Source: an optimization exercise on an open RTL-to-GDS flow (aim: small area). Production flows keep margins and buffers that such runs may drop.
Where RTL was checked, it was by simulation tests only, not by an equivalence proof against the original.
The clock input has no modelled driver; a real chip could not lean on it and would need a root buffer or a full tree.
No activity file was given, so power comes from the tool's default toggle rates.

==> 05-17 <==
==> flow/design.v <==
`timescale 1ns / 1ps
module MAGS(
    input [15:0] x,
    input [15:0] y,
    output [15:0] a,
    output [15:0] b,
    output s
    );
wire nz = (|x) & (|y);
assign a = (x[15] ? -x : x) & {16{nz}};
assign b = (y[15] ? -y : y) & {16{nz}};
assign s = (x[15] ^ y[15]) & nz;
endmodule
module ROBA(
    input [15:0] a,
    input [15:0] b,
    input        s,
    output [31:0] p
    );
function [4:0] rexp;
    input [15:0] v;
    integer i;
    reg [15:0] h;      
    reg [3:0] e;
    reg up;
    begin
        h[15] = 1'b1;
        for (i = 14; i >= 0; i = i - 1)
            h[i] = h[i+1] & ~v[i+1];
        e = 4'd0; up = 1'b0;
        for (i = 0; i < 16; i = i + 1)
            if (v[i] & h[i]) e = e | i;
        for (i = 2; i < 16; i = i + 1)
            up = up | (v[i] & h[i] & v[i-1]);
        rexp = {up, e + up};
    end
endfunction
wire [4:0] ra = rexp(a);
wire [4:0] rb = rexp(b);
wire [3:0] ea = ra[3:0];
wire [3:0] eb = rb[3:0];
wire [15:0] hb;      
assign hb[15] = 1'b1;
genvar i;
generate
    for (i = 14; i >= 0; i = i - 1) begin : g_h
        assign hb[i] = hb[i+1] & ~b[i+1];
    end
endgenerate
wire [16:0] d;
generate
    for (i = 0; i < 15; i = i + 1) begin : g_d
        assign d[i] = hb[i] ? rb[4] : b[i];
    end
endgenerate
assign d[15] = rb[4];
assign d[16] = rb[4];
wire [16:0] an = s ? -{1'b0, a} : {1'b0, a};
wire [16:0] dn = d ^ {17{s}};
wire [29:0] t1 = {{13{an[16]}}, an} << eb;
wire [44:0] t2w = {{13{dn[16]}}, dn, {15{s}}} << ea;
wire [29:0] t2 = t2w[44:15];
wire [29:0] lo;
SUMX sum(t1, t2, s, lo);
assign p = {s, s | (a[15] & b[15]), lo};
endmodule
module SUMX(
    input [29:0] t1,
    input [29:0] t2,
    input        s,
    output [29:0] p
    );
wire [6:0] lo = {1'b0, t1[5:0]} + {1'b0, t2[5:0]} + s;
ADDHI hi(t1[29:6], t2[29:6], lo[6], p[29:6]);
assign p[5:0] = lo[5:0];
endmodule
module ADDHI(
    input [23:0] a,
    input [23:0] b,
    input        c,
    output [23:0] s
    );
assign s = a + b + c;
endmodule
`timescale 1ns / 1ps
module mult_top(
    input clk,
    input  [15:0] x,
    input  [15:0] y,
    output reg [31:0] p_out
    );
    reg [15:0] X_abs;
    reg [15:0] Y_abs;
    reg        P_sign;
    wire [15:0] xa;
    wire [15:0] ya;
    wire        s;
    wire [31:0] P_vec;
    MAGS mags(x, y, xa, ya, s);
    ROBA mult(X_abs, Y_abs, P_sign, P_vec);
    always @(posedge clk)
    begin
        p_out  <= P_vec;
        X_abs  <= xa;
        Y_abs  <= ya;
        P_sign <= s;
    end
endmodule
==> flow/flow/run.sh <==
#!/bin/bash
# Own area-oriented synthesis (flow/synth.tcl), then the standard layout
# with single-strength port buffers and a small clock tree. Full tool output
# goes to flow.log here; ORFS's per-step logs are under orfs/logs/.
# The adder's low bits ripple (mapped like the rounding logic); its high
# bits (ADDHI) keep the structure Yosys gives them (one mapping pass);
# the rounding and shifting module gets LUT mapping with don't-care
# resynthesis (mfs) before cell mapping; the rest a plain area script. 
# After CTS, flow/clock_tree.tcl replaces TritonCTS's two-level tree with
# four clkbuf_8 leaves driven from the clock port, one per register cluster.
set -euo pipefail
HERE=$(pwd)
export MY_ABC_SCRIPTS="MAGS:$HERE/flow/abc_area.script ROBA:$HERE/flow/abc_mfs.script SUMX:$HERE/flow/abc_mfs.script ADDHI:$HERE/flow/abc_keep.script mult_top:$HERE/flow/abc_keep.script"
export MY_CTS_N=4 MY_CTS_CELL=sky130_fd_sc_hd__clkbuf_8 MY_CTS_PORT=clk
export MY_CTS_SLACKCAP=1 MY_CTS_SLEW_LIMIT=0.115
bash standard.sh SYNTH_SCRIPT=$HERE/flow/synth.tcl \
  POST_CTS_TCL=$HERE/flow/clock_tree.tcl \
  "BUFFER_PORTS_ARGS=-buffer_cell sky130_fd_sc_hd__buf_1" \
  "CTS_ARGS=-sink_clustering_enable -repair_clock_nets -dont_use_dummy_load -root_buf sky130_fd_sc_hd__clkbuf_4 -buf_list sky130_fd_sc_hd__clkbuf_4" \
  finish > $HERE/flow.log 2>&1
==> flow/flow/abc_area.script <==
strash
dc2
dch -f
amap
strash
dc2
dch -f
amap
topo
==> flow/flow/abc_keep.script <==
strash
dch -f
amap
topo
==> flow/flow/abc_mfs.script <==
strash
&get -n
&dch -f
&if -K 4 -a
&mfs
&st
&put
dc2
dch -f
amap
strash
dc2
dch -f
amap
topo
==> flow/flow/clock_tree.tcl <==
# After CTS: replace TritonCTS's tree (a root buffer and eight leaf buffers
# for 65 registers) with MY_CTS_N leaf buffers of type MY_CTS_CELL, each
# driving one cluster of registers, all driven straight from the clock port.
# Clusters come from k-means on the registers' positions; each buffer sits at
# its cluster's centroid and is then legalized.
set n_leaf $::env(MY_CTS_N)
set cell $::env(MY_CTS_CELL)
set block [ord::get_db_block]

# registers and their clock pins
set regs {}
foreach inst [$block getInsts] {
  set m [$inst getMaster]
  if { [$m isSequential] } { lappend regs $inst }
}
proc inst_xy { inst } {
  set bb [$inst getBBox]
  return [list [expr {([$bb xMin] + [$bb xMax]) / 2.0}] [expr {([$bb yMin] + [$bb yMax]) / 2.0}]]
}

# k-means, seeded by sorting on angle around the centroid
set cx 0; set cy 0
foreach r $regs { lassign [inst_xy $r] x y; set cx [expr {$cx + $x}]; set cy [expr {$cy + $y}] }
set cx [expr {$cx / [llength $regs]}]; set cy [expr {$cy / [llength $regs]}]
set ang {}
foreach r $regs { lassign [inst_xy $r] x y; lappend ang [list $r [expr {atan2($y - $cy, $x - $cx)}]] }
set ang [lsort -real -index 1 $ang]
set per [expr {int(ceil([llength $regs] / double($n_leaf)))}]
set assign [dict create]
set i 0
foreach e $ang { dict set assign [lindex $e 0] [expr {min($i / $per, $n_leaf - 1)}]; incr i }
for {set it 0} {$it < 20} {incr it} {
  for {set k 0} {$k < $n_leaf} {incr k} { set sx($k) 0.0; set sy($k) 0.0; set sn($k) 0 }
  dict for {r k} $assign { lassign [inst_xy $r] x y; set sx($k) [expr {$sx($k) + $x}]; set sy($k) [expr {$sy($k) + $y}]; incr sn($k) }
  for {set k 0} {$k < $n_leaf} {incr k} {
    if { $sn($k) > 0 } { set mx($k) [expr {$sx($k) / $sn($k)}]; set my($k) [expr {$sy($k) / $sn($k)}] }
  }
  # balanced reassignment: each register to the nearest centroid with room
  set cap [expr {int(ceil([llength $regs] / double($n_leaf))) + $::env(MY_CTS_SLACKCAP)}]
  for {set k 0} {$k < $n_leaf} {incr k} { set cnt($k) 0 }
  set pairs {}
  foreach r $regs {
    lassign [inst_xy $r] x y
    for {set k 0} {$k < $n_leaf} {incr k} { lappend pairs [list $r $k [expr {abs($x - $mx($k)) + abs($y - $my($k))}]] }
  }
  set pairs [lsort -real -index 2 $pairs]
  set new [dict create]
  foreach p $pairs {
    lassign $p r k d
    if { [dict exists $new $r] } continue
    if { $cnt($k) >= $cap } continue
    dict set new $r $k; incr cnt($k)
  }
  set assign $new
}

# the clock port's net
set clk_net [[$block findBTerm $::env(MY_CTS_PORT)] getNet]

# remove TritonCTS's buffers and nets: the buffers reached from the clock
# port through buffers only
set old_bufs {}
set old_nets {}
set todo [list $clk_net]
while { [llength $todo] > 0 } {
  set net [lindex $todo 0]
  set todo [lrange $todo 1 end]
  foreach it [$net getITerms] {
    set inst [$it getInst]
    set mname [[$inst getMaster] getName]
    if { [$it isInputSignal] && [string match "sky130_fd_sc_hd__clkbuf_*" $mname] && [lsearch -exact $old_bufs $inst] < 0 } {
      lappend old_bufs $inst
      set onet [[$inst findITerm X] getNet]
      if { $onet != "NULL" } { lappend old_nets $onet; lappend todo $onet }
    }
  }
}
puts "removing [llength $old_bufs] clock buffers"
foreach b $old_bufs {
  foreach it [$b getITerms] {
    if { [$it getNet] != "NULL" } { $it disconnect }
  }
}
foreach b $old_bufs { odb::dbInst_destroy $b }
foreach net $old_nets { odb::dbNet_destroy $net }

# new leaf buffers and nets
set master [[ord::get_db] findMaster $cell]
for {set k 0} {$k < $n_leaf} {incr k} {
  set b [odb::dbInst_create $block $master "clkleaf_$k"]
  set net [odb::dbNet_create $block "clknet_leaf_$k"]
  $net setSigType CLOCK
  [$b findITerm A] connect $clk_net
  [$b findITerm X] connect $net
  $b setLocation [expr {int($mx($k))}] [expr {int($my($k))}]
  $b setPlacementStatus PLACED
  set leafnet($k) $net
}
dict for {r k} $assign {
  foreach it [$r getITerms] {
    if { [[$it getMTerm] getSigType] == "CLOCK" || [[$it getMTerm] getName] == "CLK" } {
      if { [$it getNet] != "NULL" } { $it disconnect }
      $it connect $leafnet($k)
    }
  }
}
for {set k 0} {$k < $n_leaf} {incr k} { puts "clock leaf $k: $cnt($k) registers" }
detailed_placement
estimate_parasitics -placement
# a leaf whose registers see a slew above MY_CTS_SLEW_LIMIT (ns, placement
# parasitics) gets the next larger buffer
set bigger [dict create sky130_fd_sc_hd__clkbuf_4 sky130_fd_sc_hd__clkbuf_8 sky130_fd_sc_hd__clkbuf_8 sky130_fd_sc_hd__clkbuf_16]
set up 0
for {set k 0} {$k < $n_leaf} {incr k} {
  set b [get_cells clkleaf_$k]
  set mxk 0
  foreach p [get_pins -of_objects [get_nets clknet_leaf_$k] -filter "direction == input"] {
    foreach q {slew_max_rise slew_max_fall} { set v [get_property $p $q]; if { $v > $mxk } { set mxk $v } }
  }
  set c [get_property $b ref_name]
  puts "clock leaf $k: $c, register clock slew $mxk"
  if { $mxk > $::env(MY_CTS_SLEW_LIMIT) && [dict exists $bigger $c] } {
    replace_cell $b [dict get $bigger $c]
    incr up
  }
}
if { $up > 0 } {
  detailed_placement
  estimate_parasitics -placement
}
check_placement -verbose
set mxs 0
foreach r $regs {
  foreach it [$r getITerms] {
    if { [[$it getMTerm] getName] == "CLK" } {
      set p [get_pins [$r getName]/CLK]
      foreach k {slew_max_rise slew_max_fall} { set v [get_property $p $k]; if { $v > $mxs } { set mxs $v } }
    }
  }
}
puts "largest register clock slew (placement parasitics): $mxs"
==> flow/flow/synth.tcl <==
# Area-oriented synthesis: ORFS's synth.tcl without the Kogge-Stone adder map
# and full-adder extraction. The hierarchy is kept through technology mapping
# so that each module gets its own ABC script (MY_ABC_SCRIPTS holds
# module:script pairs), then the design is flattened as the standard
# synthesis does.
proc synth {args} { yosys synth -nofsm -noshare {*}$args }
source $::env(SCRIPTS_DIR)/synth_preamble.tcl
read_checkpoint $::env(RESULTS_DIR)/1_1_yosys_canonicalize.rtlil
hierarchy -check -top $::env(DESIGN_NAME)
synth -run :fine
synth -top $::env(DESIGN_NAME) -run fine:
chformal -remove
delete t:\$print
renames -wire
opt -purge
dfflibmap {*}$lib_args {*}$lib_dont_use_args
opt
setundef -zero
foreach ms $::env(MY_ABC_SCRIPTS) {
  set m [lindex [split $ms :] 0]
  set s [lindex [split $ms :] 1]
  abc -script $s {*}$lib_args {*}$lib_dont_use_args $m
}
# left out here: clear keep_hierarchy, flatten
splitnets
opt_clean -purge
hilomap -singleton -hicell {*}$::env(TIEHI_CELL_AND_PORT) -locell {*}$::env(TIELO_CELL_AND_PORT)
insbuf -buf {*}$::env(MIN_BUF_CELL_AND_PORTS)
tee -o $::env(REPORTS_DIR)/synth_stat.txt stat {*}$lib_args
check -assert -mapped
# left out here: clean up, hide names made inside functions, write 1_2_yosys.v
log_cmd exec cp $::env(SDC_FILE) $::env(RESULTS_DIR)/1_synth.sdc
==> flow/standard.sh <==
#!/bin/bash
# synth_recipe.tcl (not shown) runs the flow's synth.tcl, then flattens the netlist and writes it again
# the make line also repeats each setting of config.mk as NAME=value (left out here)
make -C /OpenROAD-flow-scripts/flow DESIGN_CONFIG=/design/flow/config.mk WORK_HOME=/design/flow/orfs CLKGATE_MAP_FILE= SYNTH_SCRIPT=/design/flow/synth_recipe.tcl "${@:-finish}"
==> flow/config.mk <==
export PLATFORM = sky130hd
export DESIGN_NAME = mult_top
export DESIGN_NICKNAME = mult_top
export VERILOG_FILES = /design/flow/design.v
export SDC_FILE = /design/flow/constraint.sdc
export NUM_CORES = 4
export LEC_CHECK = 0
export CAP_MARGIN = 0
export CELL_PAD_IN_SITES_DETAIL_PLACEMENT = 0
export CELL_PAD_IN_SITES_GLOBAL_PLACEMENT = 0
export CORE_MARGIN = 2
export CORE_UTILIZATION = 70
export GPL_TIMING_DRIVEN = 0
export PLACE_DENSITY = 0.75
export SLEW_MARGIN = 0
==> flow/constraint.sdc <==
create_clock -name core_clock -period 10.0 [get_ports {clk}]
set_input_delay 2.0000 -clock core_clock [delete_from_list [all_inputs] [get_ports {clk}]]
set_output_delay 2.0000 -clock core_clock [all_outputs]
set_load 0.01 [all_outputs]
==> inputs of 02-05, as changes to 05-17 <==
==> flow/design.v, changed modules only <==
module ROBA(
    input [15:0] a,
    input [15:0] b,
    input        s,
    output [31:0] p
    );
function [4:0] rexp;
    input [15:0] v;
    integer i;
    reg [3:0] e;
    reg up;
    begin
        e = 4'd0; up = 1'b0;
        for (i = 1; i < 16; i = i + 1)
            if (v[i]) begin
                e = i;
                up = (i >= 2) ? v[i-1] : 1'b0;
            end
        rexp = {up, e + up};
    end
endfunction
wire [4:0] ra = rexp(a);
wire [4:0] rb = rexp(b);
wire [3:0] ea = ra[3:0];
wire [3:0] eb = rb[3:0];
wire [16:0] d;
genvar i;
generate
    for (i = 0; i < 15; i = i + 1) begin : g_d
        assign d[i] = (|b[15:i+1]) ? b[i] : rb[4];
    end
endgenerate
assign d[15] = rb[4];
assign d[16] = rb[4];
wire [16:0] an = s ? -{1'b0, a} : {1'b0, a};
wire [16:0] dn = d ^ {17{s}};
wire [29:0] t1 = {{13{an[16]}}, an} << eb;
wire [44:0] t2w = {{13{dn[16]}}, dn, {15{s}}} << ea;
wire [29:0] t2 = t2w[44:15];
wire [29:0] lo;
SUMX sum(t1, t2, s, lo);
assign p = {s, s | (a[15] & b[15]), lo};
endmodule
module SUMX(
    input [29:0] t1,
    input [29:0] t2,
    input        s,
    output [29:0] p
    );
assign p = t1 + t2 + s;
endmodule
// module ADDHI removed
--- a/flow/flow/run.sh
+++ b/flow/flow/run.sh
@@ -3,6 +3,5 @@
 # with single-strength port buffers and a small clock tree. Full tool output
 # goes to flow.log here; ORFS's per-step logs are under orfs/logs/.
-# The adder's low bits ripple (mapped like the rounding logic); its high
-# bits (ADDHI) keep the structure Yosys gives them (one mapping pass);
+# The adder module keeps the structure Yosys gives it (one mapping pass);
 # the rounding and shifting module gets LUT mapping with don't-care
 # resynthesis (mfs) before cell mapping; the rest a plain area script. 
@@ -11,5 +10,5 @@
 set -euo pipefail
 HERE=$(pwd)
-export MY_ABC_SCRIPTS="MAGS:$HERE/flow/abc_area.script ROBA:$HERE/flow/abc_mfs.script SUMX:$HERE/flow/abc_mfs.script ADDHI:$HERE/flow/abc_keep.script mult_top:$HERE/flow/abc_keep.script"
+export MY_ABC_SCRIPTS="MAGS:$HERE/flow/abc_area.script ROBA:$HERE/flow/abc_mfs.script SUMX:$HERE/flow/abc_keep.script mult_top:$HERE/flow/abc_keep.script"
 export MY_CTS_N=4 MY_CTS_CELL=sky130_fd_sc_hd__clkbuf_8 MY_CTS_PORT=clk
 export MY_CTS_SLACKCAP=1 MY_CTS_SLEW_LIMIT=0.115
- CORE_UTILIZATION: 70 -> 80
- PLACE_DENSITY: 0.75 -> 0.85
==> inputs of 07-23, as changes to 05-17 <==
==> flow/design.v, changed modules only <==
module ROBA(
    input [15:0] a,
    input [15:0] b,
    input        s,
    output [31:0] p
    );
function [4:0] rexp;
    input [15:0] v;
    integer i;
    reg [3:0] e;
    reg up;
    begin
        e = 4'd0; up = 1'b0;
        for (i = 1; i < 16; i = i + 1)
            if (v[i]) begin
                e = i;
                up = (i >= 2) ? v[i-1] : 1'b0;
            end
        rexp = {up, e + up};
    end
endfunction
wire [4:0] ra = rexp(a);
wire [4:0] rb = rexp(b);
wire [3:0] ea = ra[3:0];
wire [3:0] eb = rb[3:0];
wire [16:0] d;
genvar i;
generate
    for (i = 0; i < 15; i = i + 1) begin : g_d
        assign d[i] = (|b[15:i+1]) ? b[i] : rb[4];
    end
endgenerate
assign d[15] = rb[4];
assign d[16] = rb[4];
wire [16:0] an = s ? -{1'b0, a} : {1'b0, a};
wire [16:0] dn = d ^ {17{s}};
wire [29:0] t1 = {{13{an[16]}}, an} << eb;
wire [44:0] t2w = {{13{dn[16]}}, dn, {15{s}}} << ea;
wire [29:0] t2 = t2w[44:15];
wire [29:0] lo;
SUMX sum(t1, t2, s, lo);
assign p = {s, s | (a[15] & b[15]), lo};
endmodule
module SUMX(
    input [29:0] t1,
    input [29:0] t2,
    input        s,
    output [29:0] p
    );
assign p = t1 + t2 + s;
endmodule
// module ADDHI removed
--- a/flow/flow/run.sh
+++ b/flow/flow/run.sh
@@ -3,6 +3,5 @@
 # with single-strength port buffers and a small clock tree. Full tool output
 # goes to flow.log here; ORFS's per-step logs are under orfs/logs/.
-# The adder's low bits ripple (mapped like the rounding logic); its high
-# bits (ADDHI) keep the structure Yosys gives them (one mapping pass);
+# The adder module keeps the structure Yosys gives it (one mapping pass);
 # the rounding and shifting module gets LUT mapping with don't-care
 # resynthesis (mfs) before cell mapping; the rest a plain area script. 
@@ -11,5 +10,5 @@
 set -euo pipefail
 HERE=$(pwd)
-export MY_ABC_SCRIPTS="MAGS:$HERE/flow/abc_area.script ROBA:$HERE/flow/abc_mfs.script SUMX:$HERE/flow/abc_mfs.script ADDHI:$HERE/flow/abc_keep.script mult_top:$HERE/flow/abc_keep.script"
+export MY_ABC_SCRIPTS="MAGS:$HERE/flow/abc_area.script ROBA:$HERE/flow/abc_mfs.script SUMX:$HERE/flow/abc_keep.script mult_top:$HERE/flow/abc_keep.script"
 export MY_CTS_N=4 MY_CTS_CELL=sky130_fd_sc_hd__clkbuf_8 MY_CTS_PORT=clk
 export MY_CTS_SLACKCAP=1 MY_CTS_SLEW_LIMIT=0.115
==> inputs of 04-26, as changes to 05-17 <==
==> flow/design.v, changed modules only <==
module ROBA(
    input [15:0] a,
    input [15:0] b,
    input        s,
    output [31:0] p
    );
function [4:0] rexp;
    input [15:0] v;
    integer i;
    reg [15:0] h;      
    reg [3:0] e;
    reg up;
    begin
        h[15] = 1'b1;
        for (i = 14; i >= 0; i = i - 1)
            h[i] = h[i+1] & ~v[i+1];
        e = 4'd0; up = 1'b0;
        for (i = 0; i < 16; i = i + 1)
            if (v[i] & h[i]) e = e | i;
        for (i = 2; i < 16; i = i + 1)
            up = up | (v[i] & h[i] & v[i-1]);
        rexp = {up, e + up};
    end
endfunction
wire [4:0] ra = rexp(a);
wire [4:0] rb = rexp(b);
wire [3:0] ea = ra[3:0];
wire [3:0] eb = rb[3:0];
wire [16:0] d;
genvar i;
generate
    for (i = 0; i < 15; i = i + 1) begin : g_d
        assign d[i] = (|b[15:i+1]) ? b[i] : rb[4];
    end
endgenerate
assign d[15] = rb[4];
assign d[16] = rb[4];
wire [16:0] an = s ? -{1'b0, a} : {1'b0, a};
wire [16:0] dn = d ^ {17{s}};
wire [29:0] t1 = {{13{an[16]}}, an} << eb;
wire [44:0] t2w = {{13{dn[16]}}, dn, {15{s}}} << ea;
wire [29:0] t2 = t2w[44:15];
wire [29:0] lo;
SUMX sum(t1, t2, s, lo);
assign p = {s, s | (a[15] & b[15]), lo};
endmodule
module SUMX(
    input [29:0] t1,
    input [29:0] t2,
    input        s,
    output [29:0] p
    );
assign p = t1 + t2 + s;
endmodule
// module ADDHI removed
--- a/flow/flow/run.sh
+++ b/flow/flow/run.sh
@@ -3,6 +3,5 @@
 # with single-strength port buffers and a small clock tree. Full tool output
 # goes to flow.log here; ORFS's per-step logs are under orfs/logs/.
-# The adder's low bits ripple (mapped like the rounding logic); its high
-# bits (ADDHI) keep the structure Yosys gives them (one mapping pass);
+# The adder module keeps the structure Yosys gives it (one mapping pass);
 # the rounding and shifting module gets LUT mapping with don't-care
 # resynthesis (mfs) before cell mapping; the rest a plain area script. 
@@ -11,5 +10,5 @@
 set -euo pipefail
 HERE=$(pwd)
-export MY_ABC_SCRIPTS="MAGS:$HERE/flow/abc_area.script ROBA:$HERE/flow/abc_mfs.script SUMX:$HERE/flow/abc_mfs.script ADDHI:$HERE/flow/abc_keep.script mult_top:$HERE/flow/abc_keep.script"
+export MY_ABC_SCRIPTS="MAGS:$HERE/flow/abc_area.script ROBA:$HERE/flow/abc_mfs.script SUMX:$HERE/flow/abc_keep.script mult_top:$HERE/flow/abc_keep.script"
 export MY_CTS_N=4 MY_CTS_CELL=sky130_fd_sc_hd__clkbuf_8 MY_CTS_PORT=clk
 export MY_CTS_SLACKCAP=1 MY_CTS_SLEW_LIMIT=0.115
==> comparison <==
- 07-23 finished with timing, DRC and antenna clean. 04-26 went through all stages and came out clean. 02-05 never finished: it broke off in global placement (3_3_place_gp) on GPL-0301. 05-17 finished with timing, DRC and antenna clean.
- In 05-17 the area after synthesis is smaller than in 07-23, by about 1%.
- Of 04-26 and 05-17, 05-17 has the higher total power (gap 2.2%, measured against 05-17).
- The highest clock skew belongs to 04-26, the lowest to 05-17.
- First-iteration DRC count, highest first: 05-17, 04-26, 07-23.
- Of 07-23 and 05-17, 07-23 has the higher global-route usage (gap 0.34 points).
- The highest combinational power belongs to 05-17, the lowest to 04-26.
==> figures <==
Hold Path End: 02-05 -; 04-26 p_out[30]; 05-17 p_out[30]; 07-23 p_out[30]
Max Clock Freq: 02-05 -; 04-26 115 MHz; 05-17 111 MHz; 07-23 128 MHz
Worst Tran Pin Value: 02-05 -; 04-26 1.36 ns; 05-17 1.28 ns; 07-23 1.10 ns
First-pass GRT wire length: 02-05 -; 04-26 21400 µm; 05-17 22500 µm; 07-23 22800 µm
Startpoint of the worst hold path: 02-05 -; 04-26 Y_abs[15]; 05-17 X_abs[15]; 07-23 X_abs[15]
Final critical-path required period: 02-05 -; 04-26 8.73 ns; 05-17 9.02 ns; 07-23 7.80 ns
Result of the run: 02-05 aborted with a tool error; 04-26 timing/DRC/antenna clean; 05-17 timing/DRC/antenna clean; 07-23 timing/DRC/antenna clean
Failing step: 02-05 global placement (3_3_place_gp); 04-26 -; 05-17 -; 07-23 -
Area occupied by multi-input gates: 02-05 -; 04-26 3430 µm²; 05-17 3480 µm²; 07-23 3460 µm²
Max-slew violation count: 02-05 -; 04-26 0; 05-17 0; 07-23 0
Launch point of the worst reg-to-reg path: 02-05 -; 04-26 Y_abs[15]; 05-17 Y_abs[14]; 07-23 Y_abs[4]
Internal power of the cells: 02-05 -; 04-26 548 µW; 05-17 552 µW; 07-23 553 µW
Synth unique cells: 02-05 32; 04-26 33; 05-17 31; 07-23 32
Most used cell, CP: 02-05 -; 04-26 sky130_fd_sc_hd__nor2_1; 05-17 sky130_fd_sc_hd__nor2_1; 07-23 sky130_fd_sc_hd__nor2_1
Data required, critical path: 02-05 -; 04-26 10.04 ns; 05-17 10.05 ns; 07-23 10.04 ns
For 05-17, only the layout was checked, not whether the RTL still works. In 05-17, 07-23 and 04-26 the design's own scripts or RTL, not TritonCTS, make the clock network.

## what the ideal ports hide
In the flow no input, the clock included, has a driving cell. The finished layouts below were timed again as built, in two steps. Step 1 (the two cells are an assumption about what drives the block):
set clk [get_ports {clk}]
set_driving_cell -lib_cell sky130_fd_sc_hd__clkbuf_16 $clk
set_driving_cell -lib_cell sky130_fd_sc_hd__buf_2 [delete_from_list [all_inputs] $clk]
Step 2 also shifts input and output timing later by t, the mid clock arrival at the registers, as if the neighbouring blocks saw the same clock. Slacks: no drivers / after step 1 / after step 2; pairs: no drivers / after step 1.
run | t, ns | setup WS [ns] | worst register clock-pin slew, ns | worst data-port slew with drivers (ns) | cell pins on the clock port's net
05-17 | 0.220 | 0.982 / 0.982 / 0.982 | 0.10 / 0.10 | 0.03 | 4
07-23 | 0.224 | 2.199 / 2.199 / 2.199 | 0.10 / 0.10 | 0.04 | 4
04-26 | 0.223 | 1.272 / 1.272 / 1.272 | 0.10 / 0.10 | 0.03 | 4
After both steps setup and hold are still met in every run listed.
